This is an optimization exercise on Yosys and OpenROAD, whose aim is small area and a short achievable clock period, not a production implementation.
In this exercise RTL edits were held to simulation tests only and were not proved equivalent to the original.
The clock port is modelled as an ideal driver; clocking choices that lean on that would not hold on a real chip.
Power and IR drop assume default switching activity.

**design/flow/design.v**
```verilog
module rrc_filter #(
	parameter WIDTH = 9
)(
	input logic clk,
	input logic rst,
	input logic signed [WIDTH-1:0] filter_in,
	output logic signed [WIDTH-1:0] filter_out
);
  logic [8:0] sr0, sr1, sr2, sr3, sr4, sr5, sr6, sr7, sr8, sr9, sr10, sr11, sr12, sr13, sr14, sr15, sr16, sr17, sr18, sr19, sr20, sr21, sr22, sr23, sr24, sr25, sr26, sr27;
  always_ff @(posedge clk or posedge rst) begin
    if (rst) begin
      sr0 <= 9'h000;
      sr1 <= 9'h000;
      sr2 <= 9'h000;
      sr3 <= 9'h000;
      sr4 <= 9'h000;
      sr5 <= 9'h000;
      sr6 <= 9'h000;
      sr7 <= 9'h000;
      sr8 <= 9'h000;
      sr9 <= 9'h000;
      sr10 <= 9'h000;
      sr11 <= 9'h000;
      sr12 <= 9'h000;
      sr13 <= 9'h000;
      sr14 <= 9'h000;
      sr15 <= 9'h000;
      sr16 <= 9'h000;
      sr17 <= 9'h000;
      sr18 <= 9'h000;
      sr19 <= 9'h000;
      sr20 <= 9'h000;
      sr21 <= 9'h000;
      sr22 <= 9'h000;
      sr23 <= 9'h000;
      sr24 <= 9'h000;
      sr25 <= 9'h000;
      sr26 <= 9'h000;
      sr27 <= 9'h000;
    end else begin
      sr0 <= filter_in;
      sr1 <= sr0;
      sr2 <= sr1;
      sr3 <= sr2;
      sr4 <= sr3;
      sr5 <= sr4;
      sr6 <= sr5;
      sr7 <= sr6;
      sr8 <= sr7;
      sr9 <= sr8;
      sr10 <= sr9;
      sr11 <= sr10;
      sr12 <= sr11;
      sr13 <= sr12;
      sr14 <= sr13;
      sr15 <= sr14;
      sr16 <= sr15;
      sr17 <= sr16;
      sr18 <= sr17;
      sr19 <= sr18;
      sr20 <= sr19;
      sr21 <= sr20;
      sr22 <= sr21;
      sr23 <= sr22;
      sr24 <= sr23;
      sr25 <= sr24;
      sr26 <= sr25;
      sr27 <= sr26;
    end
  end
  logic [9:0] t0;
  always_ff @(posedge clk or posedge rst) begin
    if (rst) t0 <= 10'd904;
    else t0 <= 10'd904 - {{1{filter_in[8]}}, filter_in};
  end
  logic [9:0] pv0;
  always_ff @(posedge clk or posedge rst) begin
    if (rst) pv0 <= 10'd0;
    else pv0 <= {sr11[8], sr11} + {sr13[8], sr13};
  end
  logic [28:0] cs3;
  logic [35:0] cs2;
  logic [34:0] cs1;
  wire n1 = ~sr26[0];
  wire s2, c3;
  rrc_fa u3 (.a(sr24[0]), .b(sr27[0]), .ci(n1), .s(s2), .co(c3));
  wire s4, c5;
  rrc_fa u5 (.a(sr16[0]), .b(sr18[0]), .ci(sr20[0]), .s(s4), .co(c5));
  wire s6, c7;
  rrc_fa u7 (.a(sr21[0]), .b(sr24[1]), .ci(sr27[1]), .s(s6), .co(c7));
  wire n8 = ~c3;
  wire s9, c10;
  rrc_fa u10 (.a(sr23[0]), .b(sr26[1]), .ci(n8), .s(s9), .co(c10));
  wire n11 = ~s6;
  wire s12, c13;
  rrc_fa u13 (.a(s4), .b(n11), .ci(s9), .s(s12), .co(c13));
  wire s14, c15;
  rrc_fa u15 (.a(sr15[0]), .b(sr16[1]), .ci(sr18[1]), .s(s14), .co(c15));
  wire s16, c17;
  rrc_fa u17 (.a(sr20[1]), .b(sr23[1]), .ci(sr26[2]), .s(s16), .co(c17));
  wire s18, c19;
  rrc_fa u19 (.a(sr21[1]), .b(sr24[2]), .ci(sr27[2]), .s(s18), .co(c19));
  wire n20 = ~c7;
  wire s21, c22;
  rrc_fa u22 (.a(c5), .b(n20), .ci(s14), .s(s21), .co(c22));
  wire n23 = ~s18;
  wire s24, c25;
  rrc_fa u25 (.a(s16), .b(n23), .ci(c10), .s(s24), .co(c25));
  wire s26, c27;
  rrc_fa u27 (.a(s21), .b(c13), .ci(s24), .s(s26), .co(c27));
  wire s28, c29;
  rrc_fa u29 (.a(sr15[1]), .b(sr16[0]), .ci(sr16[2]), .s(s28), .co(c29));
  wire s30, c31;
  rrc_fa u31 (.a(sr17[0]), .b(sr18[2]), .ci(sr20[2]), .s(s30), .co(c31));
  wire s32, c33;
  rrc_fa u33 (.a(sr18[0]), .b(sr21[2]), .ci(sr24[3]), .s(s32), .co(c33));
  wire n34 = ~sr27[3];
  wire s35, c36;
  rrc_fa u36 (.a(sr23[2]), .b(sr26[3]), .ci(n34), .s(s35), .co(c36));
  wire n37 = ~c19;
  wire s38, c39;
  rrc_fa u39 (.a(c15), .b(c17), .ci(n37), .s(s38), .co(c39));
  wire s40, c41;
  rrc_fa u41 (.a(s28), .b(s30), .ci(s35), .s(s40), .co(c41));
  wire n42 = ~s32;
  wire s43, c44;
  rrc_fa u44 (.a(n42), .b(c22), .ci(s38), .s(s43), .co(c44));
  wire s45, c46;
  rrc_fa u46 (.a(s40), .b(c25), .ci(s43), .s(s45), .co(c46));
  wire s47, c48;
  rrc_fa u48 (.a(sr15[2]), .b(sr16[1]), .ci(sr16[3]), .s(s47), .co(c48));
  wire s49, c50;
  rrc_fa u50 (.a(sr17[1]), .b(sr18[3]), .ci(sr20[3]), .s(s49), .co(c50));
  wire s51, c52;
  rrc_fa u52 (.a(sr18[1]), .b(sr21[3]), .ci(sr24[4]), .s(s51), .co(c52));
  wire n53 = ~sr27[4];
  wire s54, c55;
  rrc_fa u55 (.a(sr23[3]), .b(sr26[4]), .ci(n53), .s(s54), .co(c55));
  wire s56, c57;
  rrc_fa u57 (.a(c29), .b(c31), .ci(c36), .s(s56), .co(c57));
  wire s58, c59;
  rrc_fa u59 (.a(s47), .b(s49), .ci(s54), .s(s58), .co(c59));
  wire n60 = ~c39;
  wire s61, c62;
  rrc_fa u62 (.a(c33), .b(s51), .ci(n60), .s(s61), .co(c62));
  wire s63, c64;
  rrc_fa u64 (.a(c41), .b(s56), .ci(s58), .s(s63), .co(c64));
  wire n65 = ~s61;
  wire s66, c67;
  rrc_fa u67 (.a(c44), .b(n65), .ci(s63), .s(s66), .co(c67));
  wire s68, c69;
  rrc_fa u69 (.a(sr15[3]), .b(sr16[2]), .ci(sr16[4]), .s(s68), .co(c69));
  wire s70, c71;
  rrc_fa u71 (.a(sr17[2]), .b(sr18[4]), .ci(sr20[4]), .s(s70), .co(c71));
  wire s72, c73;
  rrc_fa u73 (.a(sr15[0]), .b(sr18[2]), .ci(sr21[4]), .s(s72), .co(c73));
  wire n74 = ~sr24[5];
  wire s75, c76;
  rrc_fa u76 (.a(sr23[4]), .b(sr26[5]), .ci(n74), .s(s75), .co(c76));
  wire s77, c78;
  rrc_fa u78 (.a(c48), .b(c50), .ci(c55), .s(s77), .co(c78));
  wire s79, c80;
  rrc_fa u80 (.a(sr27[5]), .b(c52), .ci(s72), .s(s79), .co(c80));
  wire s81, c82;
  rrc_fa u82 (.a(s68), .b(s70), .ci(s75), .s(s81), .co(c82));
  wire s83, c84;
  rrc_fa u84 (.a(c57), .b(c59), .ci(s77), .s(s83), .co(c84));
  wire n85 = ~s81;
  wire s86, c87;
  rrc_fa u87 (.a(s79), .b(n85), .ci(c62), .s(s86), .co(c87));
  wire n88 = ~s86;
  wire s89, c90;
  rrc_fa u90 (.a(c64), .b(s83), .ci(n88), .s(s89), .co(c90));
  wire s91, c92;
  rrc_fa u92 (.a(sr15[4]), .b(sr16[3]), .ci(sr16[5]), .s(s91), .co(c92));
  wire s93, c94;
  rrc_fa u94 (.a(sr17[3]), .b(sr18[5]), .ci(sr20[5]), .s(s93), .co(c94));
  wire s95, c96;
  rrc_fa u96 (.a(sr15[1]), .b(sr18[3]), .ci(sr21[5]), .s(s95), .co(c96));
  wire n97 = ~sr24[6];
  wire s98, c99;
  rrc_fa u99 (.a(sr23[5]), .b(sr26[6]), .ci(n97), .s(s98), .co(c99));
  wire s100, c101;
  rrc_fa u101 (.a(c69), .b(c71), .ci(c76), .s(s100), .co(c101));
  wire s102, c103;
  rrc_fa u103 (.a(sr27[6]), .b(c73), .ci(s95), .s(s102), .co(c103));
  wire s104, c105;
  rrc_fa u105 (.a(s91), .b(s93), .ci(s98), .s(s104), .co(c105));
  wire s106, c107;
  rrc_fa u107 (.a(c78), .b(c82), .ci(s100), .s(s106), .co(c107));
  wire n108 = ~s104;
  wire s109, c110;
  rrc_fa u110 (.a(c80), .b(s102), .ci(n108), .s(s109), .co(c110));
  wire n111 = ~s109;
  wire s112, c113;
  rrc_fa u113 (.a(c84), .b(s106), .ci(n111), .s(s112), .co(c113));
  wire s114, c115;
  rrc_fa u115 (.a(sr15[5]), .b(sr16[4]), .ci(sr16[6]), .s(s114), .co(c115));
  wire s116, c117;
  rrc_fa u117 (.a(sr17[4]), .b(sr18[6]), .ci(sr20[6]), .s(s116), .co(c117));
  wire s118, c119;
  rrc_fa u119 (.a(sr15[2]), .b(sr18[4]), .ci(sr21[6]), .s(s118), .co(c119));
  wire n120 = ~sr24[7];
  wire s121, c122;
  rrc_fa u122 (.a(sr23[6]), .b(sr26[7]), .ci(n120), .s(s121), .co(c122));
  wire s123, c124;
  rrc_fa u124 (.a(c92), .b(c94), .ci(c99), .s(s123), .co(c124));
  wire s125, c126;
  rrc_fa u126 (.a(sr27[7]), .b(c96), .ci(s118), .s(s125), .co(c126));
  wire s127, c128;
  rrc_fa u128 (.a(s114), .b(s116), .ci(s121), .s(s127), .co(c128));
  wire s129, c130;
  rrc_fa u130 (.a(c101), .b(c105), .ci(s123), .s(s129), .co(c130));
  wire n131 = ~s127;
  wire s132, c133;
  rrc_fa u133 (.a(c103), .b(s125), .ci(n131), .s(s132), .co(c133));
  wire n134 = ~c110;
  wire s135, c136;
  rrc_fa u136 (.a(c107), .b(s129), .ci(n134), .s(s135), .co(c136));
  wire s137, c138;
  rrc_fa u138 (.a(sr15[6]), .b(sr16[5]), .ci(sr16[7]), .s(s137), .co(c138));
  wire s139, c140;
  rrc_fa u140 (.a(sr17[5]), .b(sr18[7]), .ci(sr20[7]), .s(s139), .co(c140));
  wire s141, c142;
  rrc_fa u142 (.a(sr23[7]), .b(sr24[8]), .ci(sr27[8]), .s(s141), .co(c142));
  wire s143, c144;
  rrc_fa u144 (.a(sr15[3]), .b(sr18[5]), .ci(sr21[7]), .s(s143), .co(c144));
  wire s145, c146;
  rrc_fa u146 (.a(c115), .b(c117), .ci(c122), .s(s145), .co(c146));
  wire s147, c148;
  rrc_fa u148 (.a(sr26[8]), .b(c119), .ci(s143), .s(s147), .co(c148));
  wire s149, c150;
  rrc_fa u150 (.a(s137), .b(s139), .ci(s141), .s(s149), .co(c150));
  wire s151, c152;
  rrc_fa u152 (.a(c124), .b(c128), .ci(s145), .s(s151), .co(c152));
  wire n153 = ~s149;
  wire s154, c155;
  rrc_fa u155 (.a(c126), .b(s147), .ci(n153), .s(s154), .co(c155));
  wire n156 = ~c133;
  wire s157, c158;
  rrc_fa u158 (.a(c130), .b(s151), .ci(n156), .s(s157), .co(c158));
  wire s159, c160;
  rrc_fa u160 (.a(sr15[7]), .b(sr16[6]), .ci(sr17[6]), .s(s159), .co(c160));
  wire s161, c162;
  rrc_fa u162 (.a(sr15[4]), .b(sr16[8]), .ci(sr18[6]), .s(s161), .co(c162));
  wire s163, c164;
  rrc_fa u164 (.a(sr18[8]), .b(sr20[8]), .ci(sr23[8]), .s(s163), .co(c164));
  wire s165, c166;
  rrc_fa u166 (.a(sr21[8]), .b(c138), .ci(c140), .s(s165), .co(c166));
  wire n167 = ~c144;
  wire s168, c169;
  rrc_fa u169 (.a(c142), .b(n167), .ci(s159), .s(s168), .co(c169));
  wire n170 = ~c146;
  wire s171, c172;
  rrc_fa u172 (.a(s161), .b(s163), .ci(n170), .s(s171), .co(c172));
  wire n173 = ~c148;
  wire s174, c175;
  rrc_fa u175 (.a(c150), .b(s165), .ci(n173), .s(s174), .co(c175));
  wire n176 = ~s171;
  wire s177, c178;
  rrc_fa u178 (.a(s168), .b(c152), .ci(n176), .s(s177), .co(c178));
  wire n179 = ~c155;
  wire s180, c181;
  rrc_fa u181 (.a(s174), .b(n179), .ci(c158), .s(s180), .co(c181));
  wire s182, c183;
  rrc_fa u183 (.a(sr15[5]), .b(sr15[8]), .ci(sr18[7]), .s(s182), .co(c183));
  wire s184, c185;
  rrc_fa u185 (.a(sr16[7]), .b(sr17[7]), .ci(c160), .s(s184), .co(c185));
  wire s186, c187;
  rrc_fa u187 (.a(c162), .b(c164), .ci(s182), .s(s186), .co(c187));
  wire s188, c189;
  rrc_fa u189 (.a(c166), .b(c169), .ci(s184), .s(s188), .co(c189));
  wire n190 = ~c175;
  wire s191, c192;
  rrc_fa u192 (.a(s186), .b(c172), .ci(n190), .s(s191), .co(c192));
  wire n193 = ~s191;
  wire s194, c195;
  rrc_fa u195 (.a(s188), .b(c178), .ci(n193), .s(s194), .co(c195));
  wire s196, c197;
  rrc_fa u197 (.a(sr15[6]), .b(sr16[8]), .ci(sr17[8]), .s(s196), .co(c197));
  wire n198 = ~sr18[8];
  wire s199, c200;
  rrc_fa u200 (.a(n198), .b(c183), .ci(s196), .s(s199), .co(c200));
  wire n201 = ~c185;
  wire s202, c203;
  rrc_fa u203 (.a(n201), .b(c187), .ci(s199), .s(s202), .co(c203));
  wire n204 = ~c189;
  wire s205, c206;
  rrc_fa u206 (.a(n204), .b(s202), .ci(c192), .s(s205), .co(c206));
  wire s207, c208;
  rrc_fa u208 (.a(sr15[7]), .b(c197), .ci(c200), .s(s207), .co(c208));
  wire s209, c210;
  rrc_fa u210 (.a(cs3[1]), .b(sr11[0]), .ci(sr15[0]), .s(s209), .co(c210));
  wire s211, c212;
  rrc_fa u212 (.a(sr11[1]), .b(sr13[0]), .ci(sr15[1]), .s(s211), .co(c212));
  wire n213 = ~pv0[2];
  wire s214, c215;
  rrc_fa u215 (.a(n213), .b(cs3[2]), .ci(c210), .s(s214), .co(c215));
  wire s216, c217;
  rrc_fa u217 (.a(sr8[0]), .b(sr11[2]), .ci(sr13[1]), .s(s216), .co(c217));
  wire n218 = ~pv0[3];
  wire s219, c220;
  rrc_fa u220 (.a(sr15[2]), .b(n218), .ci(cs3[3]), .s(s219), .co(c220));
  wire s221, c222;
  rrc_fa u222 (.a(cs3[4]), .b(c212), .ci(s216), .s(s221), .co(c222));
  wire s223, c224;
  rrc_fa u224 (.a(s219), .b(c215), .ci(s221), .s(s223), .co(c224));
  wire s225, c226;
  rrc_fa u226 (.a(cs3[5]), .b(cs3[6]), .ci(sr8[1]), .s(s225), .co(c226));
  wire s227, c228;
  rrc_fa u228 (.a(sr11[3]), .b(sr13[2]), .ci(sr15[3]), .s(s227), .co(c228));
  wire s229, c230;
  rrc_fa u230 (.a(sr11[0]), .b(sr15[0]), .ci(pv0[0]), .s(s229), .co(c230));
  wire n231 = ~pv0[4];
  wire s232, c233;
  rrc_fa u233 (.a(n231), .b(c217), .ci(s225), .s(s232), .co(c233));
  wire n234 = ~s229;
  wire s235, c236;
  rrc_fa u236 (.a(s227), .b(c220), .ci(n234), .s(s235), .co(c236));
  wire s237, c238;
  rrc_fa u238 (.a(c222), .b(s232), .ci(s235), .s(s237), .co(c238));
  wire s239, c240;
  rrc_fa u240 (.a(sr8[2]), .b(sr11[4]), .ci(sr13[3]), .s(s239), .co(c240));
  wire s241, c242;
  rrc_fa u242 (.a(sr11[1]), .b(sr15[1]), .ci(pv0[1]), .s(s241), .co(c242));
  wire n243 = ~pv0[5];
  wire s244, c245;
  rrc_fa u245 (.a(sr15[4]), .b(n243), .ci(cs3[7]), .s(s244), .co(c245));
  wire s246, c247;
  rrc_fa u247 (.a(cs3[8]), .b(c226), .ci(c228), .s(s246), .co(c247));
  wire n248 = ~s239;
  wire s249, c250;
  rrc_fa u250 (.a(c230), .b(s241), .ci(n248), .s(s249), .co(c250));
  wire s251, c252;
  rrc_fa u252 (.a(s244), .b(c233), .ci(s246), .s(s251), .co(c252));
  wire n253 = ~s249;
  wire s254, c255;
  rrc_fa u255 (.a(c236), .b(n253), .ci(s251), .s(s254), .co(c255));
  wire s256, c257;
  rrc_fa u257 (.a(cs3[11]), .b(sr8[3]), .ci(sr11[5]), .s(s256), .co(c257));
  wire s258, c259;
  rrc_fa u259 (.a(sr13[0]), .b(sr13[4]), .ci(sr15[5]), .s(s258), .co(c259));
  wire s260, c261;
  rrc_fa u261 (.a(cs3[9]), .b(sr11[2]), .ci(sr15[2]), .s(s260), .co(c261));
  wire n262 = ~cs3[10];
  wire s263, c264;
  rrc_fa u264 (.a(pv0[2]), .b(pv0[6]), .ci(n262), .s(s263), .co(c264));
  wire n265 = ~c242;
  wire s266, c267;
  rrc_fa u267 (.a(c240), .b(n265), .ci(s256), .s(s266), .co(c267));
  wire n268 = ~s260;
  wire s269, c270;
  rrc_fa u270 (.a(s258), .b(c245), .ci(n268), .s(s269), .co(c270));
  wire n271 = ~c247;
  wire s272, c273;
  rrc_fa u273 (.a(s263), .b(n271), .ci(c250), .s(s272), .co(c273));
  wire s274, c275;
  rrc_fa u275 (.a(s266), .b(s269), .ci(c252), .s(s274), .co(c275));
  wire n276 = ~s272;
  wire s277, c278;
  rrc_fa u278 (.a(n276), .b(c255), .ci(s274), .s(s277), .co(c278));
  wire s279, c280;
  rrc_fa u280 (.a(cs3[13]), .b(sr8[4]), .ci(sr11[6]), .s(s279), .co(c280));
  wire s281, c282;
  rrc_fa u282 (.a(sr13[0]), .b(sr13[1]), .ci(sr13[5]), .s(s281), .co(c282));
  wire s283, c284;
  rrc_fa u284 (.a(cs3[12]), .b(sr11[3]), .ci(sr15[3]), .s(s283), .co(c284));
  wire n285 = ~pv0[3];
  wire s286, c287;
  rrc_fa u287 (.a(sr15[6]), .b(pv0[0]), .ci(n285), .s(s286), .co(c287));
  wire n288 = ~pv0[7];
  wire s289, c290;
  rrc_fa u290 (.a(n288), .b(cs3[14]), .ci(c257), .s(s289), .co(c290));
  wire n291 = ~c261;
  wire s292, c293;
  rrc_fa u293 (.a(c259), .b(n291), .ci(s279), .s(s292), .co(c293));
  wire n294 = ~s283;
  wire s295, c296;
  rrc_fa u296 (.a(s281), .b(s286), .ci(n294), .s(s295), .co(c296));
  wire n297 = ~c264;
  wire s298, c299;
  rrc_fa u299 (.a(n297), .b(c267), .ci(s289), .s(s298), .co(c299));
  wire s300, c301;
  rrc_fa u301 (.a(c270), .b(s292), .ci(s295), .s(s300), .co(c301));
  wire n302 = ~c273;
  wire s303, c304;
  rrc_fa u304 (.a(n302), .b(s298), .ci(s300), .s(s303), .co(c304));
  wire s305, c306;
  rrc_fa u306 (.a(cs3[16]), .b(sr8[5]), .ci(sr11[7]), .s(s305), .co(c306));
  wire s307, c308;
  rrc_fa u308 (.a(sr13[1]), .b(sr13[2]), .ci(sr13[6]), .s(s307), .co(c308));
  wire s309, c310;
  rrc_fa u310 (.a(sr11[4]), .b(sr15[4]), .ci(pv0[4]), .s(s309), .co(c310));
  wire n311 = ~pv0[8];
  wire s312, c313;
  rrc_fa u313 (.a(sr15[7]), .b(pv0[1]), .ci(n311), .s(s312), .co(c313));
  wire n314 = ~cs3[15];
  wire s315, c316;
  rrc_fa u316 (.a(cs3[17]), .b(n314), .ci(c280), .s(s315), .co(c316));
  wire n317 = ~c284;
  wire s318, c319;
  rrc_fa u319 (.a(c282), .b(c287), .ci(n317), .s(s318), .co(c319));
  wire s320, c321;
  rrc_fa u321 (.a(s305), .b(s307), .ci(s312), .s(s320), .co(c321));
  wire n322 = ~s309;
  wire s323, c324;
  rrc_fa u324 (.a(n322), .b(c290), .ci(c293), .s(s323), .co(c324));
  wire s325, c326;
  rrc_fa u326 (.a(s315), .b(c296), .ci(s318), .s(s325), .co(c326));
  wire s327, c328;
  rrc_fa u328 (.a(s320), .b(c299), .ci(s323), .s(s327), .co(c328));
  wire s329, c330;
  rrc_fa u330 (.a(c301), .b(s325), .ci(s327), .s(s329), .co(c330));
  wire s331, c332;
  rrc_fa u332 (.a(cs3[19]), .b(sr8[6]), .ci(sr13[2]), .s(s331), .co(c332));
  wire s333, c334;
  rrc_fa u334 (.a(sr13[3]), .b(sr13[7]), .ci(pv0[2]), .s(s333), .co(c334));
  wire s335, c336;
  rrc_fa u336 (.a(sr11[5]), .b(sr11[8]), .ci(sr15[5]), .s(s335), .co(c336));
  wire n337 = ~pv0[9];
  wire s338, c339;
  rrc_fa u339 (.a(sr15[8]), .b(pv0[5]), .ci(n337), .s(s338), .co(c339));
  wire s340, c341;
  rrc_fa u341 (.a(cs3[18]), .b(c306), .ci(c308), .s(s340), .co(c341));
  wire n342 = ~c310;
  wire s343, c344;
  rrc_fa u344 (.a(c313), .b(n342), .ci(s331), .s(s343), .co(c344));
  wire n345 = ~s333;
  wire s346, c347;
  rrc_fa u347 (.a(s335), .b(s338), .ci(n345), .s(s346), .co(c347));
  wire s348, c349;
  rrc_fa u349 (.a(c316), .b(c319), .ci(c321), .s(s348), .co(c349));
  wire n350 = ~s346;
  wire s351, c352;
  rrc_fa u352 (.a(s340), .b(s343), .ci(n350), .s(s351), .co(c352));
  wire s353, c354;
  rrc_fa u354 (.a(c324), .b(c326), .ci(s348), .s(s353), .co(c354));
  wire s355, c356;
  rrc_fa u356 (.a(s351), .b(c328), .ci(s353), .s(s355), .co(c356));
  wire s357, c358;
  rrc_fa u358 (.a(cs3[21]), .b(sr8[7]), .ci(sr13[3]), .s(s357), .co(c358));
  wire s359, c360;
  rrc_fa u360 (.a(sr11[6]), .b(sr13[8]), .ci(sr15[6]), .s(s359), .co(c360));
  wire n361 = ~pv0[6];
  wire s362, c363;
  rrc_fa u363 (.a(sr13[4]), .b(pv0[3]), .ci(n361), .s(s362), .co(c363));
  wire s364, c365;
  rrc_fa u365 (.a(cs3[20]), .b(c332), .ci(c334), .s(s364), .co(c365));
  wire s366, c367;
  rrc_fa u367 (.a(c336), .b(c339), .ci(s359), .s(s366), .co(c367));
  wire s368, c369;
  rrc_fa u369 (.a(s357), .b(s362), .ci(c341), .s(s368), .co(c369));
  wire n370 = ~c347;
  wire s371, c372;
  rrc_fa u372 (.a(c344), .b(s364), .ci(n370), .s(s371), .co(c372));
  wire n373 = ~s366;
  wire s374, c375;
  rrc_fa u375 (.a(n373), .b(c349), .ci(s368), .s(s374), .co(c375));
  wire s376, c377;
  rrc_fa u377 (.a(c352), .b(s371), .ci(c354), .s(s376), .co(c377));
  wire s378, c379;
  rrc_fa u379 (.a(cs3[22]), .b(sr13[4]), .ci(sr13[5]), .s(s378), .co(c379));
  wire s380, c381;
  rrc_fa u381 (.a(sr8[8]), .b(sr11[7]), .ci(sr15[7]), .s(s380), .co(c381));
  wire n382 = ~pv0[4];
  wire s383, c384;
  rrc_fa u384 (.a(pv0[7]), .b(n382), .ci(cs3[23]), .s(s383), .co(c384));
  wire n385 = ~c360;
  wire s386, c387;
  rrc_fa u387 (.a(c358), .b(c363), .ci(n385), .s(s386), .co(c387));
  wire n388 = ~s378;
  wire s389, c390;
  rrc_fa u390 (.a(s380), .b(n388), .ci(s383), .s(s389), .co(c390));
  wire n391 = ~c367;
  wire s392, c393;
  rrc_fa u393 (.a(c365), .b(n391), .ci(s386), .s(s392), .co(c393));
  wire n394 = ~s389;
  wire s395, c396;
  rrc_fa u396 (.a(c369), .b(n394), .ci(c372), .s(s395), .co(c396));
  wire s397, c398;
  rrc_fa u398 (.a(s392), .b(c375), .ci(s395), .s(s397), .co(c398));
  wire s399, c400;
  rrc_fa u400 (.a(sr11[8]), .b(sr13[5]), .ci(sr13[6]), .s(s399), .co(c400));
  wire s401, c402;
  rrc_fa u402 (.a(cs3[25]), .b(cs3[26]), .ci(pv0[8]), .s(s401), .co(c402));
  wire n403 = ~cs3[24];
  wire s404, c405;
  rrc_fa u405 (.a(sr15[8]), .b(pv0[5]), .ci(n403), .s(s404), .co(c405));
  wire n406 = ~c381;
  wire s407, c408;
  rrc_fa u408 (.a(c379), .b(n406), .ci(s399), .s(s407), .co(c408));
  wire n409 = ~s404;
  wire s410, c411;
  rrc_fa u411 (.a(s401), .b(c384), .ci(n409), .s(s410), .co(c411));
  wire n412 = ~c390;
  wire s413, c414;
  rrc_fa u414 (.a(c387), .b(s407), .ci(n412), .s(s413), .co(c414));
  wire n415 = ~s410;
  wire s416, c417;
  rrc_fa u417 (.a(n415), .b(c393), .ci(s413), .s(s416), .co(c417));
  wire s418, c419;
  rrc_fa u419 (.a(cs3[27]), .b(sr13[6]), .ci(sr13[7]), .s(s418), .co(c419));
  wire n420 = ~cs3[28];
  wire s421, c422;
  rrc_fa u422 (.a(pv0[6]), .b(pv0[9]), .ci(n420), .s(s421), .co(c422));
  wire n423 = ~c402;
  wire s424, c425;
  rrc_fa u425 (.a(c400), .b(n423), .ci(s418), .s(s424), .co(c425));
  wire s426, c427;
  rrc_fa u427 (.a(s421), .b(c405), .ci(c408), .s(s426), .co(c427));
  wire n428 = ~c411;
  wire s429, c430;
  rrc_fa u430 (.a(s424), .b(n428), .ci(s426), .s(s429), .co(c430));
  wire n431 = ~sr13[8];
  wire s432, c433;
  rrc_fa u433 (.a(sr13[7]), .b(pv0[7]), .ci(n431), .s(s432), .co(c433));
  wire s434, c435;
  rrc_fa u435 (.a(c419), .b(c422), .ci(s432), .s(s434), .co(c435));
  wire s436, c437;
  rrc_fa u437 (.a(c425), .b(s434), .ci(c427), .s(s436), .co(c437));
  wire n438 = ~sr13[8];
  wire s439, c440;
  rrc_fa u440 (.a(pv0[8]), .b(n438), .ci(c433), .s(s439), .co(c440));
  wire s441, c442;
  rrc_fa u442 (.a(c435), .b(s439), .ci(c437), .s(s441), .co(c442));
  wire s443, c444;
  rrc_fa u444 (.a(cs2[0]), .b(cs2[1]), .ci(sr2[0]), .s(s443), .co(c444));
  wire s445, c446;
  rrc_fa u446 (.a(cs2[3]), .b(sr0[1]), .ci(sr3[0]), .s(s445), .co(c446));
  wire s447, c448;
  rrc_fa u448 (.a(sr6[0]), .b(sr8[0]), .ci(sr10[0]), .s(s447), .co(c448));
  wire s449, c450;
  rrc_fa u450 (.a(cs2[2]), .b(sr2[1]), .ci(sr5[0]), .s(s449), .co(c450));
  wire n451 = ~c444;
  wire s452, c453;
  rrc_fa u453 (.a(n451), .b(s445), .ci(s447), .s(s452), .co(c453));
  wire s454, c455;
  rrc_fa u455 (.a(cs2[4]), .b(sr0[2]), .ci(sr3[1]), .s(s454), .co(c455));
  wire s456, c457;
  rrc_fa u457 (.a(sr6[1]), .b(sr8[1]), .ci(sr10[1]), .s(s456), .co(c457));
  wire n458 = ~sr11[0];
  wire s459, c460;
  rrc_fa u460 (.a(sr2[2]), .b(sr5[1]), .ci(n458), .s(s459), .co(c460));
  wire s461, c462;
  rrc_fa u462 (.a(cs2[5]), .b(c446), .ci(c448), .s(s461), .co(c462));
  wire n463 = ~c450;
  wire s464, c465;
  rrc_fa u465 (.a(n463), .b(s454), .ci(s456), .s(s464), .co(c465));
  wire n466 = ~s459;
  wire s467, c468;
  rrc_fa u468 (.a(n466), .b(c453), .ci(s461), .s(s467), .co(c468));
  wire s469, c470;
  rrc_fa u470 (.a(sr0[3]), .b(sr3[2]), .ci(sr6[2]), .s(s469), .co(c470));
  wire s471, c472;
  rrc_fa u472 (.a(sr8[2]), .b(sr10[0]), .ci(sr10[2]), .s(s471), .co(c472));
  wire s473, c474;
  rrc_fa u474 (.a(sr2[3]), .b(sr5[2]), .ci(sr8[0]), .s(s473), .co(c474));
  wire s475, c476;
  rrc_fa u476 (.a(sr11[1]), .b(cs2[6]), .ci(c455), .s(s475), .co(c476));
  wire n477 = ~c460;
  wire s478, c479;
  rrc_fa u479 (.a(c457), .b(n477), .ci(s469), .s(s478), .co(c479));
  wire n480 = ~s473;
  wire s481, c482;
  rrc_fa u482 (.a(s471), .b(n480), .ci(c462), .s(s481), .co(c482));
  wire s483, c484;
  rrc_fa u484 (.a(s475), .b(c465), .ci(s478), .s(s483), .co(c484));
  wire s485, c486;
  rrc_fa u486 (.a(s481), .b(c468), .ci(s483), .s(s485), .co(c486));
  wire s487, c488;
  rrc_fa u488 (.a(cs2[7]), .b(cs2[8]), .ci(sr0[4]), .s(s487), .co(c488));
  wire s489, c490;
  rrc_fa u490 (.a(sr3[3]), .b(sr6[3]), .ci(sr8[3]), .s(s489), .co(c490));
  wire s491, c492;
  rrc_fa u492 (.a(sr10[1]), .b(sr10[3]), .ci(sr11[2]), .s(s491), .co(c492));
  wire s493, c494;
  rrc_fa u494 (.a(sr2[4]), .b(sr5[3]), .ci(sr8[1]), .s(s493), .co(c494));
  wire n495 = ~c474;
  wire s496, c497;
  rrc_fa u497 (.a(c470), .b(c472), .ci(n495), .s(s496), .co(c497));
  wire s498, c499;
  rrc_fa u499 (.a(s487), .b(s489), .ci(s491), .s(s498), .co(c499));
  wire n500 = ~s493;
  wire s501, c502;
  rrc_fa u502 (.a(n500), .b(c476), .ci(c479), .s(s501), .co(c502));
  wire s503, c504;
  rrc_fa u504 (.a(s496), .b(s498), .ci(c482), .s(s503), .co(c504));
  wire s505, c506;
  rrc_fa u506 (.a(c484), .b(s501), .ci(s503), .s(s505), .co(c506));
  wire s507, c508;
  rrc_fa u508 (.a(sr0[5]), .b(sr3[4]), .ci(sr6[4]), .s(s507), .co(c508));
  wire s509, c510;
  rrc_fa u510 (.a(sr8[4]), .b(sr10[2]), .ci(sr10[4]), .s(s509), .co(c510));
  wire s511, c512;
  rrc_fa u512 (.a(sr2[5]), .b(sr5[4]), .ci(sr8[2]), .s(s511), .co(c512));
  wire n513 = ~sr11[0];
  wire s514, c515;
  rrc_fa u515 (.a(sr11[3]), .b(n513), .ci(cs2[9]), .s(s514), .co(c515));
  wire s516, c517;
  rrc_fa u517 (.a(cs2[10]), .b(c488), .ci(c490), .s(s516), .co(c517));
  wire n518 = ~c494;
  wire s519, c520;
  rrc_fa u520 (.a(c492), .b(n518), .ci(s507), .s(s519), .co(c520));
  wire n521 = ~s511;
  wire s522, c523;
  rrc_fa u523 (.a(s509), .b(n521), .ci(s514), .s(s522), .co(c523));
  wire s524, c525;
  rrc_fa u525 (.a(c497), .b(c499), .ci(s516), .s(s524), .co(c525));
  wire s526, c527;
  rrc_fa u527 (.a(s519), .b(s522), .ci(c502), .s(s526), .co(c527));
  wire s528, c529;
  rrc_fa u529 (.a(s524), .b(c504), .ci(s526), .s(s528), .co(c529));
  wire s530, c531;
  rrc_fa u531 (.a(sr0[6]), .b(sr3[5]), .ci(sr6[5]), .s(s530), .co(c531));
  wire s532, c533;
  rrc_fa u533 (.a(sr8[5]), .b(sr10[3]), .ci(sr10[5]), .s(s532), .co(c533));
  wire s534, c535;
  rrc_fa u535 (.a(sr2[6]), .b(sr5[5]), .ci(sr8[3]), .s(s534), .co(c535));
  wire n536 = ~sr11[1];
  wire s537, c538;
  rrc_fa u538 (.a(sr11[4]), .b(n536), .ci(cs2[11]), .s(s537), .co(c538));
  wire n539 = ~c512;
  wire s540, c541;
  rrc_fa u541 (.a(c508), .b(c510), .ci(n539), .s(s540), .co(c541));
  wire s542, c543;
  rrc_fa u543 (.a(s530), .b(s532), .ci(c515), .s(s542), .co(c543));
  wire n544 = ~s534;
  wire s545, c546;
  rrc_fa u546 (.a(n544), .b(s537), .ci(c517), .s(s545), .co(c546));
  wire s547, c548;
  rrc_fa u548 (.a(c520), .b(s540), .ci(c523), .s(s547), .co(c548));
  wire s549, c550;
  rrc_fa u550 (.a(s542), .b(s545), .ci(c525), .s(s549), .co(c550));
  wire s551, c552;
  rrc_fa u552 (.a(s547), .b(c527), .ci(s549), .s(s551), .co(c552));
  wire s553, c554;
  rrc_fa u554 (.a(cs2[14]), .b(sr0[7]), .ci(sr3[6]), .s(s553), .co(c554));
  wire s555, c556;
  rrc_fa u556 (.a(sr6[6]), .b(sr8[6]), .ci(sr10[4]), .s(s555), .co(c556));
  wire s557, c558;
  rrc_fa u558 (.a(sr2[7]), .b(sr5[6]), .ci(sr8[4]), .s(s557), .co(c558));
  wire n559 = ~sr11[2];
  wire s560, c561;
  rrc_fa u561 (.a(sr10[6]), .b(sr11[5]), .ci(n559), .s(s560), .co(c561));
  wire s562, c563;
  rrc_fa u563 (.a(cs2[12]), .b(cs2[13]), .ci(c531), .s(s562), .co(c563));
  wire n564 = ~c535;
  wire s565, c566;
  rrc_fa u566 (.a(c533), .b(n564), .ci(s553), .s(s565), .co(c566));
  wire s567, c568;
  rrc_fa u568 (.a(s555), .b(c538), .ci(s560), .s(s567), .co(c568));
  wire n569 = ~s557;
  wire s570, c571;
  rrc_fa u571 (.a(n569), .b(c541), .ci(s562), .s(s570), .co(c571));
  wire s572, c573;
  rrc_fa u573 (.a(c543), .b(s565), .ci(s567), .s(s572), .co(c573));
  wire s574, c575;
  rrc_fa u575 (.a(c546), .b(s570), .ci(c548), .s(s574), .co(c575));
  wire s576, c577;
  rrc_fa u577 (.a(s572), .b(c550), .ci(s574), .s(s576), .co(c577));
  wire s578, c579;
  rrc_fa u579 (.a(cs2[15]), .b(cs2[16]), .ci(sr2[8]), .s(s578), .co(c579));
  wire s580, c581;
  rrc_fa u581 (.a(sr3[7]), .b(sr6[7]), .ci(sr8[7]), .s(s580), .co(c581));
  wire s582, c583;
  rrc_fa u583 (.a(sr10[5]), .b(sr10[7]), .ci(sr11[6]), .s(s582), .co(c583));
  wire s584, c585;
  rrc_fa u585 (.a(sr0[8]), .b(sr5[7]), .ci(sr8[5]), .s(s584), .co(c585));
  wire s586, c587;
  rrc_fa u587 (.a(c554), .b(c556), .ci(c561), .s(s586), .co(c587));
  wire s588, c589;
  rrc_fa u589 (.a(sr11[3]), .b(c558), .ci(s584), .s(s588), .co(c589));
  wire s590, c591;
  rrc_fa u591 (.a(s578), .b(s580), .ci(s582), .s(s590), .co(c591));
  wire s592, c593;
  rrc_fa u593 (.a(c563), .b(c566), .ci(s586), .s(s592), .co(c593));
  wire n594 = ~s588;
  wire s595, c596;
  rrc_fa u596 (.a(c568), .b(s590), .ci(n594), .s(s595), .co(c596));
  wire s597, c598;
  rrc_fa u598 (.a(c571), .b(s592), .ci(c573), .s(s597), .co(c598));
  wire s599, c600;
  rrc_fa u600 (.a(s595), .b(c575), .ci(s597), .s(s599), .co(c600));
  wire s601, c602;
  rrc_fa u602 (.a(cs2[18]), .b(sr5[8]), .ci(sr10[6]), .s(s601), .co(c602));
  wire s603, c604;
  rrc_fa u604 (.a(sr3[8]), .b(sr6[8]), .ci(sr8[6]), .s(s603), .co(c604));
  wire s605, c606;
  rrc_fa u606 (.a(sr8[8]), .b(sr10[8]), .ci(sr11[4]), .s(s605), .co(c606));
  wire s607, c608;
  rrc_fa u608 (.a(sr11[7]), .b(cs2[17]), .ci(c579), .s(s607), .co(c608));
  wire n609 = ~c585;
  wire s610, c611;
  rrc_fa u611 (.a(c581), .b(c583), .ci(n609), .s(s610), .co(c611));
  wire n612 = ~s601;
  wire s613, c614;
  rrc_fa u614 (.a(s603), .b(s605), .ci(n612), .s(s613), .co(c614));
  wire s615, c616;
  rrc_fa u616 (.a(c587), .b(s607), .ci(c591), .s(s615), .co(c616));
  wire n617 = ~s610;
  wire s618, c619;
  rrc_fa u619 (.a(c589), .b(n617), .ci(s613), .s(s618), .co(c619));
  wire s620, c621;
  rrc_fa u621 (.a(c593), .b(s615), .ci(c596), .s(s620), .co(c621));
  wire n622 = ~s618;
  wire s623, c624;
  rrc_fa u624 (.a(n622), .b(c598), .ci(s620), .s(s623), .co(c624));
  wire s625, c626;
  rrc_fa u626 (.a(sr8[7]), .b(sr11[5]), .ci(sr11[8]), .s(s625), .co(c626));
  wire s627, c628;
  rrc_fa u628 (.a(cs2[19]), .b(sr10[7]), .ci(cs2[20]), .s(s627), .co(c628));
  wire n629 = ~c604;
  wire s630, c631;
  rrc_fa u631 (.a(cs2[21]), .b(c602), .ci(n629), .s(s630), .co(c631));
  wire n632 = ~s627;
  wire s633, c634;
  rrc_fa u634 (.a(c606), .b(s625), .ci(n632), .s(s633), .co(c634));
  wire s635, c636;
  rrc_fa u636 (.a(c608), .b(c611), .ci(s630), .s(s635), .co(c636));
  wire n637 = ~c616;
  wire s638, c639;
  rrc_fa u639 (.a(c614), .b(s633), .ci(n637), .s(s638), .co(c639));
  wire n640 = ~c619;
  wire s641, c642;
  rrc_fa u642 (.a(s635), .b(n640), .ci(c621), .s(s641), .co(c642));
  wire s643, c644;
  rrc_fa u644 (.a(cs2[22]), .b(cs2[23]), .ci(sr8[8]), .s(s643), .co(c644));
  wire s645, c646;
  rrc_fa u646 (.a(sr10[8]), .b(sr11[6]), .ci(c626), .s(s645), .co(c646));
  wire s647, c648;
  rrc_fa u648 (.a(s643), .b(c628), .ci(c631), .s(s647), .co(c648));
  wire n649 = ~c636;
  wire s650, c651;
  rrc_fa u651 (.a(s645), .b(c634), .ci(n649), .s(s650), .co(c651));
  wire n652 = ~s647;
  wire s653, c654;
  rrc_fa u654 (.a(n652), .b(c639), .ci(s650), .s(s653), .co(c654));
  wire n655 = ~sr11[7];
  wire s656, c657;
  rrc_fa u657 (.a(cs2[24]), .b(n655), .ci(cs2[25]), .s(s656), .co(c657));
  wire s658, c659;
  rrc_fa u659 (.a(cs2[26]), .b(c644), .ci(s656), .s(s658), .co(c659));
  wire n660 = ~c646;
  wire s661, c662;
  rrc_fa u662 (.a(n660), .b(s658), .ci(c648), .s(s661), .co(c662));
  wire s663, c664;
  rrc_fa u664 (.a(cs2[27]), .b(sr11[8]), .ci(cs2[28]), .s(s663), .co(c664));
  wire s665, c666;
  rrc_fa u666 (.a(cs2[29]), .b(c657), .ci(s663), .s(s665), .co(c666));
  wire s667, c668;
  rrc_fa u668 (.a(c659), .b(s665), .ci(c662), .s(s667), .co(c668));
  wire s669, c670;
  rrc_fa u670 (.a(cs2[30]), .b(cs2[31]), .ci(c664), .s(s669), .co(c670));
  wire n671 = ~cs2[33];
  wire s672, c673;
  rrc_fa u673 (.a(cs2[34]), .b(cs2[35]), .ci(n671), .s(s672), .co(c673));
  wire n674 = ~cs1[1];
  wire n675 = ~cs1[2];
  wire n676 = ~t0[9];
  wire n677 = ~cs1[19];
  wire n678 = ~cs1[23];
  wire n679 = ~cs1[25];
  wire n680 = ~cs1[26];
  wire n681 = ~cs1[20];
  wire n682 = ~cs1[28];
  wire s683, c684;
  rrc_ha u684 (.a(cs1[0]), .b(t0[0]), .s(s683), .co(c684));
  wire s685, c686;
  rrc_fa u686 (.a(t0[1]), .b(n675), .ci(cs1[3]), .s(s685), .co(c686));
  wire s687, c688;
  rrc_fa u688 (.a(cs1[5]), .b(t0[2]), .ci(cs1[4]), .s(s687), .co(c688));
  wire s689, c690;
  rrc_ha u690 (.a(cs1[6]), .b(t0[3]), .s(s689), .co(c690));
  wire s691, c692;
  rrc_fa u692 (.a(cs1[8]), .b(t0[4]), .ci(cs1[7]), .s(s691), .co(c692));
  wire s693, c694;
  rrc_fa u694 (.a(t0[5]), .b(cs1[9]), .ci(cs1[10]), .s(s693), .co(c694));
  wire s695, c696;
  rrc_fa u696 (.a(cs1[11]), .b(cs1[12]), .ci(t0[6]), .s(s695), .co(c696));
  wire s697, c698;
  rrc_fa u698 (.a(cs1[13]), .b(cs1[14]), .ci(t0[7]), .s(s697), .co(c698));
  wire s699, c700;
  rrc_fa u700 (.a(cs1[15]), .b(cs1[16]), .ci(t0[8]), .s(s699), .co(c700));
  wire s701, c702;
  rrc_fa u702 (.a(cs1[18]), .b(cs1[17]), .ci(n676), .s(s701), .co(c702));
  wire s703, c704;
  rrc_fa u704 (.a(cs1[21]), .b(n677), .ci(n681), .s(s703), .co(c704));
  wire s705, c706;
  rrc_fa u706 (.a(cs1[20]), .b(cs1[22]), .ci(n678), .s(s705), .co(c706));
  wire s707, c708;
  rrc_fa u708 (.a(cs1[24]), .b(n679), .ci(n680), .s(s707), .co(c708));
  wire n709 = ~cs1[27];
  wire s710, c711;
  rrc_fa u711 (.a(cs1[29]), .b(cs1[30]), .ci(n682), .s(s710), .co(c711));
  wire s712, c713;
  rrc_fa u713 (.a(cs1[31]), .b(cs1[32]), .ci(cs1[28]), .s(s712), .co(c713));
  wire n714 = ~cs1[33];
  always_ff @(posedge clk or posedge rst) begin
    if (rst) cs3 <= 29'b00001100101101100010110011101;
    else cs3 <= {c208, sr15[8], c206, s207, c203, s205, c195, s194, c181, s180, s177, s157, c136, s154, s135, c113, s132, c90, s112, c87, s89, c67, s66, c46, s45, c27, s26, s12, s2};
  end
  always_ff @(posedge clk or posedge rst) begin
    if (rst) cs2 <= 36'b000111101000111001111100000110000001;
    else cs2 <= {c442, c440, pv0[9], s441, s436, c430, c417, s429, c414, c398, s416, c396, s397, c377, s376, c356, s374, s355, c330, s329, c304, c278, s303, c275, s277, s254, c238, s237, c224, s223, s214, s211, s209, pv0[1], pv0[0], cs3[0]};
  end
  always_ff @(posedge clk or posedge rst) begin
    if (rst) cs1 <= 35'b01110011101010001111000101010011010;
    else cs1 <= {c673, s672, c670, cs2[32], c668, s669, c666, s667, c654, c651, s661, s653, c642, s641, c624, s638, s623, c600, s599, c577, s576, c552, s551, c529, s528, c506, s505, c486, s485, s467, s464, s452, s449, s443, sr0[0]};
  end
  wire [18:0] fa_ = {1'b1, cs1[34], n714, s712, s710, n709, s707, s705, s703, s701, s699, s697, s695, s693, s691, s689, s687, s685, n674};
  wire [18:0] fb_ = {1'b0, cs1[33], c713, c711, cs1[27], c708, c706, c704, c702, c700, c698, c696, c694, c692, c690, c688, c686, c684, s683};
  wire [18:0] sum_ = fa_ + fb_;
  wire ovf_ = (sum_[18] != sum_[16]) || (sum_[17] != sum_[16]);
  wire [8:0] y_ = ovf_ ? (sum_[18] ? 9'h100 : 9'h0ff) : sum_[16:8];
  always_ff @(posedge clk or posedge rst) begin
    if (rst) filter_out <= 9'd0;
    else filter_out <= y_;
  end
endmodule
module rrc_fa (input logic a, input logic b, input logic ci, output logic s, output logic co);
  assign s = a ^ b ^ ci;
  assign co = (a & b) | (a & ci) | (b & ci);
endmodule
module rrc_carry8 (input logic [7:0] a, input logic [7:0] b, output logic co);
  wire [8:0] t = {1'b0, a} + {1'b0, b};
  assign co = t[8];
endmodule
module rrc_hsat (input logic [10:0] a, input logic [10:0] b, input logic ci, output logic [8:0] y);
  wire [11:0] t2 = {a, ci} + {b, ci};
  wire [10:0] t = t2[11:1];
  wire ovf = (t[10] != t[8]) || (t[9] != t[8]);
  assign y = ovf ? (t[10] ? 9'h100 : 9'h0ff) : t[8:0];
endmodule
module rrc_fa1 (input logic a, input logic b, output logic s, output logic co);
  assign s = ~(a ^ b);
  assign co = a | b;
endmodule
module rrc_ha (input logic a, input logic b, output logic s, output logic co);
  assign s = a ^ b;
  assign co = a & b;
endmodule
```
**design/flow/flow/run.sh**
```bash
#!/bin/bash
# Own layout flow: the standard ORFS flow (standard.sh, unchanged synthesis), with
#  - timing repair aimed below the design's period (SETUP_SLACK_MARGIN; the SDC is unchanged),
#  - port buffers of a normal buffer cell rather than the smallest one,
#  - after CTS, the clock port drives the tree's branch buffers directly, split in two (flow/flatten_clock_root.tcl).
# Each step's full log is kept by ORFS under orfs/logs/; make's own output goes to flow.log.
set -uo pipefail
here=$(pwd)
bash standard.sh SETUP_SLACK_MARGIN=7.45 "BUFFER_PORTS_ARGS=-buffer_cell sky130_fd_sc_hd__buf_2" \
  "POST_CTS_TCL=$here/flow/flatten_clock_root.tcl" finish > flow.log 2>&1
```
**design/flow/flow/flatten_clock_root.tcl**
```tcl
# POST_CTS hook. CTS builds root buffer -> branch buffers -> leaf buffers -> registers.
# 1. Drop the root buffer: the clock port then feeds the branch buffers directly.
set block [ord::get_db_block]
set clknet [$block findNet clk]

proc loads_of {net} {
  set l {}
  foreach it [$net getITerms] { if {[$it isInputSignal]} { lappend l $it } }
  return $l
}
proc out_net {inst} {
  foreach it [$inst getITerms] { if {[$it isOutputSignal]} { return [$it getNet] } }
  return ""
}

set roots [loads_of $clknet]
puts "clock hook: clock port feeds [llength $roots] cell(s)"
if {[llength $roots] == 1} {
  set root [[lindex $roots 0] getInst]
  set out [out_net $root]
  set loads [loads_of $out]
  if {[llength $loads] <= 4 && [llength $loads] > 0} {
    foreach it $loads {
      set pname "[[$it getInst] getName]/[[$it getMTerm] getName]"
      disconnect_pin [$out getName] $pname
      connect_pin clk $pname
    }
    set rname [$root getName]
    set oname [$out getName]
    delete_instance $rname
    delete_net $oname
    puts "clock hook: removed root $rname"
  }
}

set branches [loads_of $clknet]
set nsplit [expr {4 / max(1, [llength $branches])}]
if {[llength $branches] <= 2} {
  set k 0
  foreach bit $branches {
    set b [$bit getInst]
    set bnet [out_net $b]
    set leaves [loads_of $bnet]
    if {[llength $leaves] < 4} continue
    # split the leaves in two halves along the wider spread of their positions
    set pts {}
    foreach it $leaves {
      set li [$it getInst]
      set loc [$li getLocation]
      lappend pts [list $it [lindex $loc 0] [lindex $loc 1]]
    }
    set xs [lmap p $pts {lindex $p 1}]
    set ys [lmap p $pts {lindex $p 2}]
    set dx [expr {[tcl::mathfunc::max {*}$xs] - [tcl::mathfunc::min {*}$xs]}]
    set dy [expr {[tcl::mathfunc::max {*}$ys] - [tcl::mathfunc::min {*}$ys]}]
    set idx [expr {$dx >= $dy ? 1 : 2}]
    set pts [lsort -integer -index $idx $pts]
    set half [expr {[llength $pts] / 2}]
    set moved [lrange $pts $half end]
    set master [[$b getMaster] getName]
    set nname "clkhook_split_${k}"
    set netname "clkhook_net_${k}"
    incr k
    set newnet [odb::dbNet_create $block $netname]
    $newnet setSigType CLOCK
    set inst [odb::dbInst_create $block [[ord::get_db] findMaster $master] $nname]
    set sx 0; set sy 0
    foreach p $moved { set sx [expr {$sx + [lindex $p 1]}]; set sy [expr {$sy + [lindex $p 2]}] }
    set n [llength $moved]
    $inst setLocation [expr {$sx / $n}] [expr {$sy / $n}]
    $inst setPlacementStatus PLACED
    [$inst findITerm A] connect $clknet
    [$inst findITerm X] connect $newnet
    foreach p $moved {
      set it [lindex $p 0]
      $it disconnect
      $it connect $newnet
    }
    # move the original branch buffer to the centroid of the leaves it keeps
    set sx 0; set sy 0
    set kept [lrange $pts 0 [expr {$half - 1}]]
    foreach p $kept { set sx [expr {$sx + [lindex $p 1]}]; set sy [expr {$sy + [lindex $p 2]}] }
    set n [llength $kept]
    $b setLocation [expr {$sx / $n}] [expr {$sy / $n}]
    puts "clock hook: split [$b getName] ([llength $leaves] leaves) into two"
  }
  detailed_placement
  check_placement -verbose
}
estimate_parasitics -placement
report_clock_latency
```
**design/flow/standard.sh**
```bash
#!/bin/bash
# synth_recipe.tcl (not shown) runs the flow's synth.tcl, then flattens the netlist and writes it again
# the make line also repeats each setting of config.mk as NAME=value (left out here)
make -C /OpenROAD-flow-scripts/flow DESIGN_CONFIG=/design/flow/config.mk WORK_HOME=/design/flow/orfs CLKGATE_MAP_FILE= SYNTH_SCRIPT=/design/flow/synth_recipe.tcl "${@:-finish}"
```
**design/flow/config.mk**
```make
export PLATFORM = sky130hd
export DESIGN_NAME = rrc_filter
export DESIGN_NICKNAME = rrc_filter
export VERILOG_FILES = /design/flow/design.v
export SDC_FILE = /design/flow/constraint.sdc
export NUM_CORES = 4
export LEC_CHECK = 0
export ABC_CLOCK_PERIOD_IN_PS = 1500
export CAP_MARGIN = 20
export CORE_MARGIN = 2
export CORE_UTILIZATION = 70
export CTS_BUF_LIST = sky130_fd_sc_hd__clkbuf_16
export CTS_CLUSTER_DIAMETER = 90
export CTS_CLUSTER_SIZE = 32
export PLACE_DENSITY = 0.75
export SLEW_MARGIN = 20
export SYNTH_HIERARCHICAL = 1
```
**design/flow/constraint.sdc**
```tcl
create_clock -name core_clock -period 10.5 [get_ports {clk}]
set_input_delay 2.1000 -clock core_clock [delete_from_list [all_inputs] [get_ports {clk}]]
set_output_delay 2.1000 -clock core_clock [all_outputs]
set_load 0.01 [all_outputs]
```
==> flow_metrics.py, run 1 <==
metrics = {
    "drt": {
        "drt_wl_total_um": 29900,
        "drc": 0,
        "wl_per_cell_um": 22.0,
        "viasPerCell": 5.39,
        "antenna_left": 0,
        "firstDrtPassIters": 4,
        "dr.first_iter.drc_count": 406,
        "num_vias": 7329,
    },
    "timing": {
        "setup_viol": 0,
        "rsz0062_at_grt": "false",
        "finalHoldViolCount": 0,
        "setup_tns_ns": 0,
        "slew_violations": 0,
        "tightest_slew_ns": 0.692,
        "fmax_ghz": 0.335,
        "relSlewSlack": 0.538,
        "period_minus_slack_ns": 2.99,
        "final.period_utilization": 0.285,
        "skew_ns": 0.0277,
    },
    "synth": {
        "ys_async_sr_fraction": 1.00,
        "yosys_warnings": 7,
        "syn_inst": 968,
        "synth_area_per_cell_um2": 17.9,
        "ys_seq_area_frac": 0.550,
        "ys_ff_latch": 378,
        "synth_edf_count": 0,
        "synth_top_area_cell": "dfrtp_1",
        "mappedNetlistNets": 1305,
        "synthTopCellsByArea": "dfrtp_1 (47%), fa_1 (34%), dfstp_2 (7.9%)",
        "ys.flop_type": "dfrtp_1",
        "ys_types": 51,
        "syn-cell-area_um2": 17300,
        "synthDominantCellAreaShare": 0.471,
    },
    "grt": {
        "grt_pass1_vias": 9003,
        "track_usage": 0.258,
        "overflow": 0,
        "grt_max_degree": 85,
        "grt_pass1_wl_um": 49500,
        "antenna_found_initial": 0,
    },
    "finish": {
        "fin_util": 0.763,
        "antenna_cells": 0,
        "multi_input_area_um2": 7310,
        "drive_above_1_share": 0.153,
        "nFillCells": 1385,
        "regArea_um2": 9550,
        "syn_to_final_growth_pct": 7.13,
        "nets": 1364,
    },
    "setup_path": {
        "start_kind": "flip-flop",
        "crit_fanout": 6,
        "critPathCaptureType": "flip-flop",
        "required_ns": 10.77,
        "cp.arrival_ns": 3.26,
        "setup.worst_path.class": "reg2reg",
    },
    "pwr": {
        "worst_ir_drop_vdd_uv": 320,
        "pwr_density_cell_nw_per_um2": 311,
        "p_leak_uw": 0.00821,
    },
    "placed_design": {
        "port_buffers": 19,
        "place.gp.congestion": 0.899,
        "place_hpwl_um": 22100,
    },
    "floorplan": {
        "fp.dieH_um": 161,
        "die-area_um2": 26000,
        "start_util": 0.713,
        "core_um2": 24300,
        "fp-row-count": 57,
        "dieWidth_um": 161,
        "ios": 20,
    },
    "run_status": {
        "status": "timing/DRC/antenna clean",
    },
    "worst_hold_path": {
        "hp-class": "reg2reg",
    },
    "cts": {
        "clk_pin_slew_worst_paths_ns": 0.12,
        "cts_tree": "built",
        "cts.sinks": 378,
        "clk_latency_ns": 0.34,
    },
    "flow_run": {
        "cap_violations": 0,
    },
}
[placed cells by master (no fill, tap or decap), types with 9 or more instances in the layout]
master     instances
ha_1              29
buf_2             19
xnor2_1           12
a21oi_1           23
clkbuf_16         17
fa_1             295
dfrtp_2           21
nand2_1            9
inv_1            134
xor2_1             9
buf_4             18
dfstp_2           52
dfrtp_1          305
[synth_stat cells, types with 4 or more instances]
library cell and n:
dfrtp_1 326, fa_1 297, inv_1 127, dfstp_2 52
ha_1 29, a21oi_1 24, xnor2_1 12, nand2_1 9
xor2_1 9, a21o_1 7, nor3_1 7, o21ai_0 7
nor2_1 5, nand4_1 4, o21ai_1 4
[worst paths after layout]
path                                         from                end  slack, ns  cells after the start
worst max-delay path            sr11[7]$_DFF_PP0_  cs2[18]$_DFF_PP1_       7.51                      5
worst min-delay path            sr25[1]$_DFF_PP0_  sr26[1]$_DFF_PP0_       0.35                      0
worst max register to register  sr11[7]$_DFF_PP0_  cs2[18]$_DFF_PP1_       7.51                      5
worst min register to register  sr25[1]$_DFF_PP0_  sr26[1]$_DFF_PP0_       0.35                      0
max in group asynchronous                     rst  cs3[20]$_DFF_PP1_       7.73                      4
min in group asynchronous                     rst  sr23[7]$_DFF_PP0_       1.87                      2
[Yosys stat by module, one instance, submodules excluded]
| module | flops+latches | cells inside |
|---|---|---|
| rrc_fa | 0 | 1 |
| rrc_filter | 378 | 670 |
| rrc_ha | 0 | 1 |
[state kept, by name, indices dropped and copies added, names as in the netlist, 10 cells and up]
signal,count
cs1,34
cs2,36
pv0,10
cs3,29
[cell families after synthesis]
family	share of synthesized area
AOI/OAI and AO/OA	0.0341
DFF	0.550
xor gates and xnor gates	0.0122
adders and majority gates	0.364
and+or+nand+nor	0.0110
buffers and inverters	0.0292
[routing by layer]
layer  vias up  global-route usage  routed length, um
li1       3080                   -                  -
met1      4093               0.372              12500
met2       111               0.439              15800
met3        45              0.0331                920
met4         0              0.0576                698
met5         -                   0                  0
[stage by stage]
stage	instances	cell area, um2	worst slack [ns]	power, uW	hold slack, ns
after global placement	1311	17800	5.87	4990	0.332
after global routing	1360	18600	7.44	6330	0.355
final	1360	18600	7.51	5780	0.346
after detailed placement	1311	17800	5.77	5130	0.335
after floorplan	968	17300	3.36	4370	0.331
[power by group]
part / total, uW / switching, uW / internal [uW]
registers: 2050 / 182 / 1870
clock network: 695 / 408 / 286
logic: 3030 / 1670 / 1370
[area by class of cell, without the clock buffers]
type / count / area share
Clock inverter: 11 / 0.00263
Inverter: 128 / 0.0264
Tap cell: 324 / 0.0218
Timing Repair inverter: 2 / 0.000674
Multi-Input combinational cell: 459 / 0.394
Timing Repair Buffer: 42 / 0.0188
Buffer: 2 / 0.00270
Sequential cell: 378 / 0.514
[critical path: stages, from the launching register on]
cell and delay [ns]:
dfrtp_2 0.54, fa_1 0.49, fa_1 0.46, fa_1 0.52
fa_1 0.43, fa_1 0.49
==> run 2: changes to the inputs <==
--- a/design/flow/config.mk
+++ b/design/flow/config.mk
@@ -5,13 +5,14 @@
 export SDC_FILE = /design/flow/constraint.sdc
 export NUM_CORES = 4
 export LEC_CHECK = 0
-export ABC_CLOCK_PERIOD_IN_PS = 1500
+export ABC_CLOCK_PERIOD_IN_PS = 800
 export CAP_MARGIN = 20
 export CORE_MARGIN = 2
 export CORE_UTILIZATION = 70
 export CTS_BUF_LIST = sky130_fd_sc_hd__clkbuf_16
 export CTS_CLUSTER_DIAMETER = 90
 export CTS_CLUSTER_SIZE = 32
+export GPL_TIMING_DRIVEN = 1
 export PLACE_DENSITY = 0.75
 export SLEW_MARGIN = 20
 export SYNTH_HIERARCHICAL = 1
==> flow_metrics.py, run 2 <==
metrics = {
    "run_status": {
        "status": "timing/DRC/antenna clean",
    },
    "timing": {
        "period_minus_slack_ns": 2.99,
        "finalHoldViolCount": 0,
        "fin_ws_ns": 7.51,
        "slew_violations": 0,
        "setup_tns_ns": 0,
        "rsz0062_at_grt": "false",
        "fmax_ghz": 0.335,
        "setup_viol": 0,
        "relSlewSlack": 0.538,
        "skew_ns": 0.0277,
        "tightest_slew_ns": 0.692,
        "final.period_utilization": 0.285,
    },
    "placed_design": {
        "post-place-ws_ns": 5.77,
        "place.gp.congestion": 0.899,
        "place_hpwl_um": 22100,
        "port_buffers": 19,
        "dpl.cell_count": 1311,
    },
    "setup_path": {
        "r2r_cells": 5,
        "cp.arrival_ns": 3.26,
        "crit_fanout": 6,
        "path_depth": 5,
        "cp_top_family": "adder cells",
        "start_kind": "flip-flop",
        "crit_top_cell": "fa_1",
        "setup.worst_path.class": "reg2reg",
        "required_ns": 10.77,
        "critPathCaptureType": "flip-flop",
        "slowest_delay_ns": 0.54,
        "crit_chain": "fa_1 -> fa_1 -> fa_1 -> fa_1 -> fa_1",
        "cp_slowest_cell": "dfrtp_2",
        "worst-path-buf-inv": 0,
    },
    "pwr": {
        "seqPwrFrac": 0.355,
        "power.share.combinational": 0.525,
        "p_leak_uw": 0.00821,
        "pwr_density_cell_nw_per_um2": 311,
        "finalPower_uw": 5780,
        "switchingPower_uw": 2260,
        "swShare": 0.390,
        "intPower_uw": 3520,
        "clkPwrFrac": 0.120,
        "worst_ir_drop_vdd_uv": 320,
    },
    "synth": {
        "ys_async_sr_fraction": 1.00,
        "ys_types": 51,
        "synth_xor_area_frac": 0.0122,
        "post-synth-top-count-cell": "dfrtp_1",
        "synthAdderAreaFrac": 0.364,
        "ys_seq_area_frac": 0.550,
        "synth_top_family_by_area": "adder cells",
        "ys.flop_type": "dfrtp_1",
        "synth-simple-area-share": 0.0110,
        "synth_top_area_cell": "dfrtp_1",
        "synth_area_per_cell_um2": 17.9,
        "synth_compound_area_frac": 0.0341,
        "mappedNetlistNets": 1305,
        "synth_edf_count": 0,
        "ys_ff_latch": 378,
        "syn_inst": 968,
        "synth_common_cells": "dfrtp_1 (326), fa_1 (297), inv_1 (127), dfstp_2 (52), ha_1 (29)",
        "syn-cell-area_um2": 17300,
        "yosys_warnings": 7,
        "synth_mux_area_frac": 0,
        "synthTopCellsByArea": "dfrtp_1 (47%), fa_1 (34%), dfstp_2 (7.9%)",
        "synthDominantCellAreaShare": 0.471,
    },
    "drt": {
        "dr.first_iter.drc_count": 406,
        "antenna_left": 0,
        "drc": 0,
        "drt_wl_total_um": 29900,
        "viasPerCell": 5.39,
        "num_vias": 7329,
        "wl_per_cell_um": 22.0,
        "firstDrtPassIters": 4,
    },
    "grt": {
        "grt_pass1_wl_um": 49500,
        "antenna_found_initial": 0,
        "overflow": 0,
        "grt_pass1_vias": 9003,
        "track_usage": 0.258,
        "grt_max_degree": 85,
    },
    "finish": {
        "regArea_um2": 9550,
        "nFillCells": 1385,
        "syn_to_final_growth_pct": 7.13,
        "layout_commonest_cell": "dfrtp_1",
        "nets": 1364,
        "reg.largest.list": "cs2 x36, cs1 x34, cs3 x29",
        "largest_register_ffs": 36,
        "antenna_cells": 0,
        "max_flop_register": "cs2",
        "drive_above_1_share": 0.153,
        "final_cells": 1360,
        "multi_input_area_um2": 7310,
        "mostFrequentLayoutCells": "dfrtp_1 (305), fa_1 (295), inv_1 (134)",
    },
    "floorplan": {
        "start_util": 0.713,
        "fp.dieH_um": 161,
        "dieWidth_um": 161,
        "die-area_um2": 26000,
        "fp-row-count": 57,
        "core_um2": 24300,
        "ios": 20,
    },
    "worst_hold_path": {
        "holdPathStages": 0,
        "hp-class": "reg2reg",
    },
    "flow_run": {
        "cap_violations": 0,
    },
    "cts": {
        "clk_pin_slew_worst_paths_ns": 0.12,
        "clk_latency_ns": 0.34,
        "cts_tree": "built",
        "cts.sinks": 378,
    },
}
[run 2: per-stage QoR]
step,util,area [um2],hold WS (ns)
floorplan,-,17300,0.331
global placement,0.734,17800,0.332
detailed placement,0.734,17800,0.335
global route,0.763,18600,0.355
finish,0.763,18600,0.346
[run 2: routing by layer]
layer  part of all wire  vias to the layer above  global-route usage
li1                   -                     3080                   -
met1               0.42                     4093               0.372
met2               0.53                      111               0.439
met3              0.031                       45              0.0331
met4              0.023                        0              0.0576
met5                  0                        -                   0
[run 2: cells by family after synthesis]
kind of cell	after synthesis
compound gates	75
fa+ha+maj	326
simple gates	36
xor+xnor	22
buf+inv	131
flops	378
[run 2: path summary, 6_finish.rpt]
path	end	slack, ns	startpoint
setup / recovery	cs2[18]$_DFF_PP1_	7.51	sr11[7]$_DFF_PP0_
hold / removal	sr26[1]$_DFF_PP0_	0.35	sr25[1]$_DFF_PP0_
setup reg to reg	cs2[18]$_DFF_PP1_	7.51	sr11[7]$_DFF_PP0_
hold reg to reg	sr26[1]$_DFF_PP0_	0.35	sr25[1]$_DFF_PP0_
max in group asynchronous	cs3[20]$_DFF_PP1_	7.73	rst
min in group asynchronous	sr23[7]$_DFF_PP0_	1.87	rst
[run 2: layout make-up, without the clock buffers]
cell class / instances / share of cell area
multi-input combinational: 459 / 0.394
buffer: 2 / 0.00270
timing repair inverter: 2 / 0.000674
timing repair buffer: 42 / 0.0188
clock inverter: 11 / 0.00263
inverter: 128 / 0.0264
sequential: 378 / 0.514
tap: 324 / 0.0218
[run 2: modules after synthesis, one instance, submodules excluded]
module / area (um2) / cells
rrc_fa: 20.0 / 1
rrc_filter: 11400 / 670
rrc_ha: 12.5 / 1
[run 2: power by group through the flow]
stage	clock [uW]	sequential (uW)	combinational [uW]
floorplan	0	2040	2340
global placement	0	2080	2920
detailed placement	0	2090	3040
global route	766	2090	3480
finish	695	2050	3030

## re-timing with driven ports
No port has a modelled driver above. Below, the same layouts with a new extraction and two added sets of constraints. Step 1 assumes that a clkbuf_16 drives the clock port and a buf_2 every other input. Step 2 times the ports against the registers' clock, not the clock port: input delays grow and output delays shrink by t, the midpoint of the rising clock arrivals with the driver on. Slacks: no drivers / after step 1 / after step 2; pairs: no drivers / after step 1.
| run | t (ns) | setup slack, ns | worst setup path at the end | clock arrival spread, ns | worst slew at a driven data input, ns |
|---|---|---|---|---|---|
| run 1 | 0.425 | 7.512 / 7.470 / 7.235 | input to register | 0.034 / 0.034 | 0.04 |
| run 2 | 0.425 | 7.512 / 7.470 / 7.235 | input to register | 0.034 / 0.034 | 0.04 |
After both steps setup and hold are still met in every run listed.
